What follows belongs to an exercise in optimizing a design on an open flow for small area; a production flow would make more cautious choices. Where RTL was checked, it was by simulation tests only, not by an equivalence proof against the original.

==> inputs of v31 <==
==> flow/design.v (excerpt) <==
module Multiplier32Bit (
	input[31:0] multiplicand,
	input[31:0] multiplier,
	input clk,
	input enable,
	input reset_n,
	output[31:0] aBus,
	output valid
);
clock: 10.0 ns
lec_check: 0
cap_margin: 20
core_margin: 2
core_utilization: 40
cts_buf_list: sky130_fd_sc_hd__clkbuf_8
slew_margin: 20
synth_hierarchical: 1
synth_minimum_keep_size: 0
standard.sh (not shown) runs the stock make flow with config.mk's settings and CLKGATE_MAP_FILE= SYNTH_SCRIPT=/design/flow/synth_recipe.tcl, a recipe that flattens the netlist after the stock synthesis.
==> flow/flow/run.sh <==
#!/bin/bash
export BUFFER_PORTS_ARGS="-buffer_cell sky130_fd_sc_hd__buf_1"
export CTS_ARGS="-sink_clustering_enable -repair_clock_nets -dont_use_dummy_load -buf_list sky130_fd_sc_hd__clkbuf_8"
export POST_FLOORPLAN_TCL="$PWD/flow/downsize.tcl"
bash standard.sh RECOVER_POWER=100 finish > standard.log 2>&1
==> flow/flow/downsize.tcl <==
# Sourced after floorplanning (POST_FLOORPLAN_TCL): set every logic cell to
# the smallest drive strength of its function. Placement-stage repair and
# timing repair size up again where timing or slew needs it.
set db [ord::get_db]
set n 0
foreach inst [[ord::get_db_block] getInsts] {
  set m [[$inst getMaster] getName]
  if {![regexp {^(sky130_fd_sc_hd__[a-z0-9]+)_([0-9]+)$} $m -> base drive]} { continue }
  if {[regexp {dfxtp|dfrtp|conb|tap|fill|decap|clkbuf|clkinv|clkdly|dly} $base]} { continue }
  foreach d {0 1 2} {
    if {$d >= $drive} { break }
    set cand "${base}_$d"
    if {[$db findMaster $cand] != "NULL" && [llength [get_lib_cells -quiet $cand]] > 0 && [lsearch $::env(DONT_USE_CELLS) $cand] < 0} {
      replace_cell [$inst getName] $cand
      incr n
      break
    }
  }
}
puts "downsize: $n cells set to their smallest drive strength"
==> v22: changes against v31 <==
--- a/flow/design.v
+++ b/flow/design.v
@@ -76,16 +76,14 @@
 				aoi222 u0 (.a1(busy), .a2(acc[i]), .b1(cp), .b2(mc[i]), .c1(cm), .c2(mneg[i]), .y(x));
 				if (i < 2) begin : b4
 					nand2 u1 (.a(x), .b(i4_n[i]), .y(prev[i]));
 				end else begin : bx
 					inv u1 (.a(x), .y(prev[i]));
 				end
-			end else if (i < 20) begin : mid
-				and2 u0 (.a(busy), .b(acc[i]), .y(prev[i]));
 			end else begin : hi
-				assign prev[i] = acc[i];
+				and2 u0 (.a(busy), .b(acc[i]), .y(prev[i]));
 			end
 		end
 	endgenerate
 	wire[2:0] one, two, neg;
 	generate
 		for (i = 0; i < 3; i = i + 1) begin : ge
@@ -120,13 +118,12 @@
 		end
 		for (i = 1; i < 28; i = i + 1) begin : g2
 			booth_cell u (.one(one2), .two(two2), .neg(n2), .a(mc[i]), .b(mc[i-1]), .p(r2[i]));
 		end
 	endgenerate
 	wire[31:0] next;
-	wire pend_c;       
 	wire t_1;
 	wire t_2;
 	wire t_3;
 	wire t_4;
 	wire t_5;
 	wire t_6;
@@ -328,12 +325,22 @@
 	wire t_202;
 	wire t_203;
 	wire t_204;
 	wire t_205;
 	wire t_206;
 	wire t_207;
+	wire t_208;
+	wire t_209;
+	wire t_210;
+	wire t_211;
+	wire t_212;
+	wire t_213;
+	wire t_214;
+	wire t_215;
+	wire t_216;
+	wire t_217;
 	half_adder ut_1 (.a(r0[5]), .b(r1[3]), .s(t_1), .co(t_2));
 	full_adder ut_3 (.a(r0[6]), .b(r1[4]), .c(r2[2]), .s(t_3), .co(t_4));
 	full_adder ut_5 (.a(r0[7]), .b(r1[5]), .c(r2[3]), .s(t_5), .co(t_6));
 	full_adder ut_7 (.a(r0[8]), .b(r1[6]), .c(r2[4]), .s(t_7), .co(t_8));
 	full_adder ut_9 (.a(r0[9]), .b(r1[7]), .c(r2[5]), .s(t_9), .co(t_10));
 	full_adder ut_11 (.a(r0[10]), .b(r1[8]), .c(r2[6]), .s(t_11), .co(t_12));
@@ -441,22 +448,32 @@
 	and2 ut_185 (.a(t_183), .b(t_169), .y(t_185));
 	inc_cell ut_186 (.s(t_171), .t(t_185), .c(t_156), .y(t_186));
 	and2 ut_187 (.a(t_185), .b(t_171), .y(t_187));
 	ao21 ut_188 (.a1(t_187), .a2(t_156), .b(t_172), .y(t_188));
 	half_adder ut_189 (.a(t_96), .b(t_95), .s(t_189), .co(t_190));
 	full_adder ut_191 (.a(t_98), .b(t_97), .c(t_190), .s(t_191), .co(t_192));
-	xor2 ut_193 (.a(t_189), .b(t_188), .y(t_193));
-	inc_cell ut_194 (.s(t_191), .t(t_189), .c(t_188), .y(t_194));
-	and2 ut_195 (.a(t_189), .b(t_191), .y(t_195));
-	ao21 ut_196 (.a1(t_195), .a2(t_188), .b(t_192), .y(t_196));
-	half_adder ut_197 (.a(t_100), .b(t_99), .s(t_197), .co(t_198));
-	full_adder ut_199 (.a(t_102), .b(t_101), .c(t_198), .s(t_199), .co(t_200));
-	full_adder ut_201 (.a(t_104), .b(t_103), .c(t_200), .s(t_201), .co(t_202));
-	full_adder ut_203 (.a(t_106), .b(t_105), .c(t_202), .s(t_203), .co(t_204));
-	full_adder ut_205 (.a(t_108), .b(t_107), .c(t_204), .s(t_205), .co(t_206));
-	assign t_207 = t_110 ^ t_109 ^ t_206;
+	full_adder ut_193 (.a(t_100), .b(t_99), .c(t_192), .s(t_193), .co(t_194));
+	full_adder ut_195 (.a(t_102), .b(t_101), .c(t_194), .s(t_195), .co(t_196));
+	full_adder ut_197 (.a(t_104), .b(t_103), .c(t_196), .s(t_197), .co(t_198));
+	full_adder ut_199 (.a(t_106), .b(t_105), .c(t_198), .s(t_199), .co(t_200));
+	full_adder ut_201 (.a(t_108), .b(t_107), .c(t_200), .s(t_201), .co(t_202));
+	assign t_203 = t_110 ^ t_109 ^ t_202;
+	xor2 ut_204 (.a(t_189), .b(t_188), .y(t_204));
+	inc_cell ut_205 (.s(t_191), .t(t_189), .c(t_188), .y(t_205));
+	and2 ut_206 (.a(t_189), .b(t_191), .y(t_206));
+	inc_cell ut_207 (.s(t_193), .t(t_206), .c(t_188), .y(t_207));
+	and2 ut_208 (.a(t_206), .b(t_193), .y(t_208));
+	inc_cell ut_209 (.s(t_195), .t(t_208), .c(t_188), .y(t_209));
+	and2 ut_210 (.a(t_208), .b(t_195), .y(t_210));
+	inc_cell ut_211 (.s(t_197), .t(t_210), .c(t_188), .y(t_211));
+	and2 ut_212 (.a(t_210), .b(t_197), .y(t_212));
+	inc_cell ut_213 (.s(t_199), .t(t_212), .c(t_188), .y(t_213));
+	and2 ut_214 (.a(t_212), .b(t_199), .y(t_214));
+	inc_cell ut_215 (.s(t_201), .t(t_214), .c(t_188), .y(t_215));
+	and2 ut_216 (.a(t_214), .b(t_201), .y(t_216));
+	inc_cell ut_217 (.s(t_203), .t(t_216), .c(t_188), .y(t_217));
 	assign next[0] = r0[0];
 	assign next[1] = t_111;
 	assign next[2] = t_113;
 	assign next[3] = t_115;
 	assign next[4] = t_117;
 	assign next[5] = t_119;
@@ -475,48 +492,36 @@
 	assign next[18] = t_176;
 	assign next[19] = t_178;
 	assign next[20] = t_180;
 	assign next[21] = t_182;
 	assign next[22] = t_184;
 	assign next[23] = t_186;
-	assign next[24] = t_193;
-	assign next[25] = t_194;
-	assign next[26] = t_197;
-	assign next[27] = t_199;
-	assign next[28] = t_201;
-	assign next[29] = t_203;
-	assign next[30] = t_205;
-	assign next[31] = t_207;
-	assign pend_c = t_196;
-	reg pend;
+	assign next[24] = t_204;
+	assign next[25] = t_205;
+	assign next[26] = t_207;
+	assign next[27] = t_209;
+	assign next[28] = t_211;
+	assign next[29] = t_213;
+	assign next[30] = t_215;
+	assign next[31] = t_217;
 	always @(posedge clk) begin
 		acc <= next;
-		pend <= pend_c;
 	end
-	wire[31:26] top;
-	wire[31:27] tc;
-	half_adder uh26 (.a(acc[26]), .b(pend), .s(top[26]), .co(tc[27]));
-	generate
-		for (i = 27; i < 31; i = i + 1) begin : gh
-			half_adder u (.a(acc[i]), .b(tc[i]), .s(top[i]), .co(tc[i+1]));
-		end
-	endgenerate
-	xor2 uh31 (.a(acc[31]), .b(tc[31]), .y(top[31]));
 	always @(posedge clk, negedge reset_n) begin
 		if (reset_n == 0) begin
 			q <= 4'd0;
 			vld <= 0;
 		end else if (enable) begin
 			q <= {~z3, z3 & ~z2, z2 & ~z1, z1};
 			vld <= 0;
 		end else begin
 			q <= {1'b0, q[3:1]};
 			vld <= q[0];
 		end
 	end
-	assign aBus = {top, acc[25:0]};
+	assign aBus = acc;
 	assign valid = vld;
 endmodule
 module booth_cell (
 	input one,
 	input two,
 	input neg,
Settings changed: GPL_TIMING_DRIVEN from default to 0.
==> v21: changes against v31 <==
--- a/flow/design.v
+++ b/flow/design.v
@@ -120,13 +120,12 @@
 		end
 		for (i = 1; i < 28; i = i + 1) begin : g2
 			booth_cell u (.one(one2), .two(two2), .neg(n2), .a(mc[i]), .b(mc[i-1]), .p(r2[i]));
 		end
 	endgenerate
 	wire[31:0] next;
-	wire pend_c;       
 	wire t_1;
 	wire t_2;
 	wire t_3;
 	wire t_4;
 	wire t_5;
 	wire t_6;
@@ -328,12 +327,22 @@
 	wire t_202;
 	wire t_203;
 	wire t_204;
 	wire t_205;
 	wire t_206;
 	wire t_207;
+	wire t_208;
+	wire t_209;
+	wire t_210;
+	wire t_211;
+	wire t_212;
+	wire t_213;
+	wire t_214;
+	wire t_215;
+	wire t_216;
+	wire t_217;
 	half_adder ut_1 (.a(r0[5]), .b(r1[3]), .s(t_1), .co(t_2));
 	full_adder ut_3 (.a(r0[6]), .b(r1[4]), .c(r2[2]), .s(t_3), .co(t_4));
 	full_adder ut_5 (.a(r0[7]), .b(r1[5]), .c(r2[3]), .s(t_5), .co(t_6));
 	full_adder ut_7 (.a(r0[8]), .b(r1[6]), .c(r2[4]), .s(t_7), .co(t_8));
 	full_adder ut_9 (.a(r0[9]), .b(r1[7]), .c(r2[5]), .s(t_9), .co(t_10));
 	full_adder ut_11 (.a(r0[10]), .b(r1[8]), .c(r2[6]), .s(t_11), .co(t_12));
@@ -441,22 +450,32 @@
 	and2 ut_185 (.a(t_183), .b(t_169), .y(t_185));
 	inc_cell ut_186 (.s(t_171), .t(t_185), .c(t_156), .y(t_186));
 	and2 ut_187 (.a(t_185), .b(t_171), .y(t_187));
 	ao21 ut_188 (.a1(t_187), .a2(t_156), .b(t_172), .y(t_188));
 	half_adder ut_189 (.a(t_96), .b(t_95), .s(t_189), .co(t_190));
 	full_adder ut_191 (.a(t_98), .b(t_97), .c(t_190), .s(t_191), .co(t_192));
-	xor2 ut_193 (.a(t_189), .b(t_188), .y(t_193));
-	inc_cell ut_194 (.s(t_191), .t(t_189), .c(t_188), .y(t_194));
-	and2 ut_195 (.a(t_189), .b(t_191), .y(t_195));
-	ao21 ut_196 (.a1(t_195), .a2(t_188), .b(t_192), .y(t_196));
-	half_adder ut_197 (.a(t_100), .b(t_99), .s(t_197), .co(t_198));
-	full_adder ut_199 (.a(t_102), .b(t_101), .c(t_198), .s(t_199), .co(t_200));
-	full_adder ut_201 (.a(t_104), .b(t_103), .c(t_200), .s(t_201), .co(t_202));
-	full_adder ut_203 (.a(t_106), .b(t_105), .c(t_202), .s(t_203), .co(t_204));
-	full_adder ut_205 (.a(t_108), .b(t_107), .c(t_204), .s(t_205), .co(t_206));
-	assign t_207 = t_110 ^ t_109 ^ t_206;
+	full_adder ut_193 (.a(t_100), .b(t_99), .c(t_192), .s(t_193), .co(t_194));
+	full_adder ut_195 (.a(t_102), .b(t_101), .c(t_194), .s(t_195), .co(t_196));
+	full_adder ut_197 (.a(t_104), .b(t_103), .c(t_196), .s(t_197), .co(t_198));
+	full_adder ut_199 (.a(t_106), .b(t_105), .c(t_198), .s(t_199), .co(t_200));
+	full_adder ut_201 (.a(t_108), .b(t_107), .c(t_200), .s(t_201), .co(t_202));
+	assign t_203 = t_110 ^ t_109 ^ t_202;
+	xor2 ut_204 (.a(t_189), .b(t_188), .y(t_204));
+	inc_cell ut_205 (.s(t_191), .t(t_189), .c(t_188), .y(t_205));
+	and2 ut_206 (.a(t_189), .b(t_191), .y(t_206));
+	inc_cell ut_207 (.s(t_193), .t(t_206), .c(t_188), .y(t_207));
+	and2 ut_208 (.a(t_206), .b(t_193), .y(t_208));
+	inc_cell ut_209 (.s(t_195), .t(t_208), .c(t_188), .y(t_209));
+	and2 ut_210 (.a(t_208), .b(t_195), .y(t_210));
+	inc_cell ut_211 (.s(t_197), .t(t_210), .c(t_188), .y(t_211));
+	and2 ut_212 (.a(t_210), .b(t_197), .y(t_212));
+	inc_cell ut_213 (.s(t_199), .t(t_212), .c(t_188), .y(t_213));
+	and2 ut_214 (.a(t_212), .b(t_199), .y(t_214));
+	inc_cell ut_215 (.s(t_201), .t(t_214), .c(t_188), .y(t_215));
+	and2 ut_216 (.a(t_214), .b(t_201), .y(t_216));
+	inc_cell ut_217 (.s(t_203), .t(t_216), .c(t_188), .y(t_217));
 	assign next[0] = r0[0];
 	assign next[1] = t_111;
 	assign next[2] = t_113;
 	assign next[3] = t_115;
 	assign next[4] = t_117;
 	assign next[5] = t_119;
@@ -475,48 +494,36 @@
 	assign next[18] = t_176;
 	assign next[19] = t_178;
 	assign next[20] = t_180;
 	assign next[21] = t_182;
 	assign next[22] = t_184;
 	assign next[23] = t_186;
-	assign next[24] = t_193;
-	assign next[25] = t_194;
-	assign next[26] = t_197;
-	assign next[27] = t_199;
-	assign next[28] = t_201;
-	assign next[29] = t_203;
-	assign next[30] = t_205;
-	assign next[31] = t_207;
-	assign pend_c = t_196;
-	reg pend;
+	assign next[24] = t_204;
+	assign next[25] = t_205;
+	assign next[26] = t_207;
+	assign next[27] = t_209;
+	assign next[28] = t_211;
+	assign next[29] = t_213;
+	assign next[30] = t_215;
+	assign next[31] = t_217;
 	always @(posedge clk) begin
 		acc <= next;
-		pend <= pend_c;
 	end
-	wire[31:26] top;
-	wire[31:27] tc;
-	half_adder uh26 (.a(acc[26]), .b(pend), .s(top[26]), .co(tc[27]));
-	generate
-		for (i = 27; i < 31; i = i + 1) begin : gh
-			half_adder u (.a(acc[i]), .b(tc[i]), .s(top[i]), .co(tc[i+1]));
-		end
-	endgenerate
-	xor2 uh31 (.a(acc[31]), .b(tc[31]), .y(top[31]));
 	always @(posedge clk, negedge reset_n) begin
 		if (reset_n == 0) begin
 			q <= 4'd0;
 			vld <= 0;
 		end else if (enable) begin
 			q <= {~z3, z3 & ~z2, z2 & ~z1, z1};
 			vld <= 0;
 		end else begin
 			q <= {1'b0, q[3:1]};
 			vld <= q[0];
 		end
 	end
-	assign aBus = {top, acc[25:0]};
+	assign aBus = acc;
 	assign valid = vld;
 endmodule
 module booth_cell (
 	input one,
 	input two,
 	input neg,
==> flow/flow/run.sh (replaced) <==
#!/bin/bash
export BUFFER_PORTS_ARGS="-buffer_cell sky130_fd_sc_hd__buf_1"
export CTS_ARGS="-sink_clustering_enable -repair_clock_nets -dont_use_dummy_load -root_buf sky130_fd_sc_hd__clkbuf_8 -buf_list sky130_fd_sc_hd__clkbuf_4"
export POST_FLOORPLAN_TCL="$PWD/flow/downsize.tcl"
bash standard.sh RECOVER_POWER=100 finish > standard.log 2>&1
==> notes.md <==
quantity	v22	v31	v21
Final #Nets	785	762	766
Number of detailed-route iterations in the first pass	5	5	8
Mean cell area of the mapped netlist	11.4 um^2	11.5 um^2	11.5 um^2
Crit. path cell count	27	27	26
Largest incremental delay on the critical path	510 ps	530 ps	550 ps
Met2 global-route usage	0.337	0.301	0.321
Share of Yosys cell area claimed by the top area cell type	0.274	0.264	0.274
Starting DRC count in detailed routing	418	390	359
Worst-case setup margin in the final layout	403 ps	626 ps	468 ps
Synthesized area	5700 um^2	5840 um^2	5700 um^2
Hold_sp	q[3]	q[1]	q[3]
Total global routing track utilization	0.200	0.187	0.194
Fraction of final layout cells sized beyond drive strength 1	0.0808	0.0481	0.0441
DP Cell Count	783	782	787
First-pass GRT wire length	23600 um	23700 um	22700 um
Multi-input gate share of total cell area	0.724	0.729	0.734
Post-Synthesis Cells	498	509	498
Instance count along the most critical hold path	1	2	1
TritonCTS sink count	37	38	37
Outcome	timing/DRC/antenna clean	timing/DRC/antenna clean	timing/DRC/antenna clean
Starting density of the core	0.410	0.406	0.411
Endpoint of the most critical register-to-register path	acc[24]	acc[25]	acc[25]
Asr flop ratio synth	0.135	0.132	0.135
Final worst path period share	0.960	0.937	0.953
For v31, only the layout was checked, not whether the RTL still works.

## static timing again, ports no longer ideal
The results above use ideal ports. As a check the final layouts listed here were re-extracted and re-timed, cells and wires unchanged. Step 1, drivers: a clkbuf_16 drives clk and a buf_2 each remaining input, both assumed. Step 2 adds t to the input delays and takes it off the output delays; t is the mean of the earliest and latest rising clock arrival at the registers after step 1. Input paths then give back, and output paths get back, about the clock's delay inside the block. a / b / c = ideal ports / drivers / drivers and shift; a / b = the first two.
| run | t (ns) | setup slack, ns | worst hold slack (ns) |
|---|---|---|---|
| v31 | 0.354 | 0.626 / 0.636 / 0.282 | 0.535 / 0.535 / 0.535 |
| v22 | 0.334 | 0.403 / 0.421 / 0.088 | 0.569 / 0.569 / 0.569 |
| v21 | 0.340 | 0.468 / 0.478 / 0.138 | 0.560 / 0.560 / 0.560 |
After both steps setup and hold are still met in every run listed. For v31, which loses most, drivers alone change the setup slack by +0.010 ns; drivers and shift together by -0.344 ns.
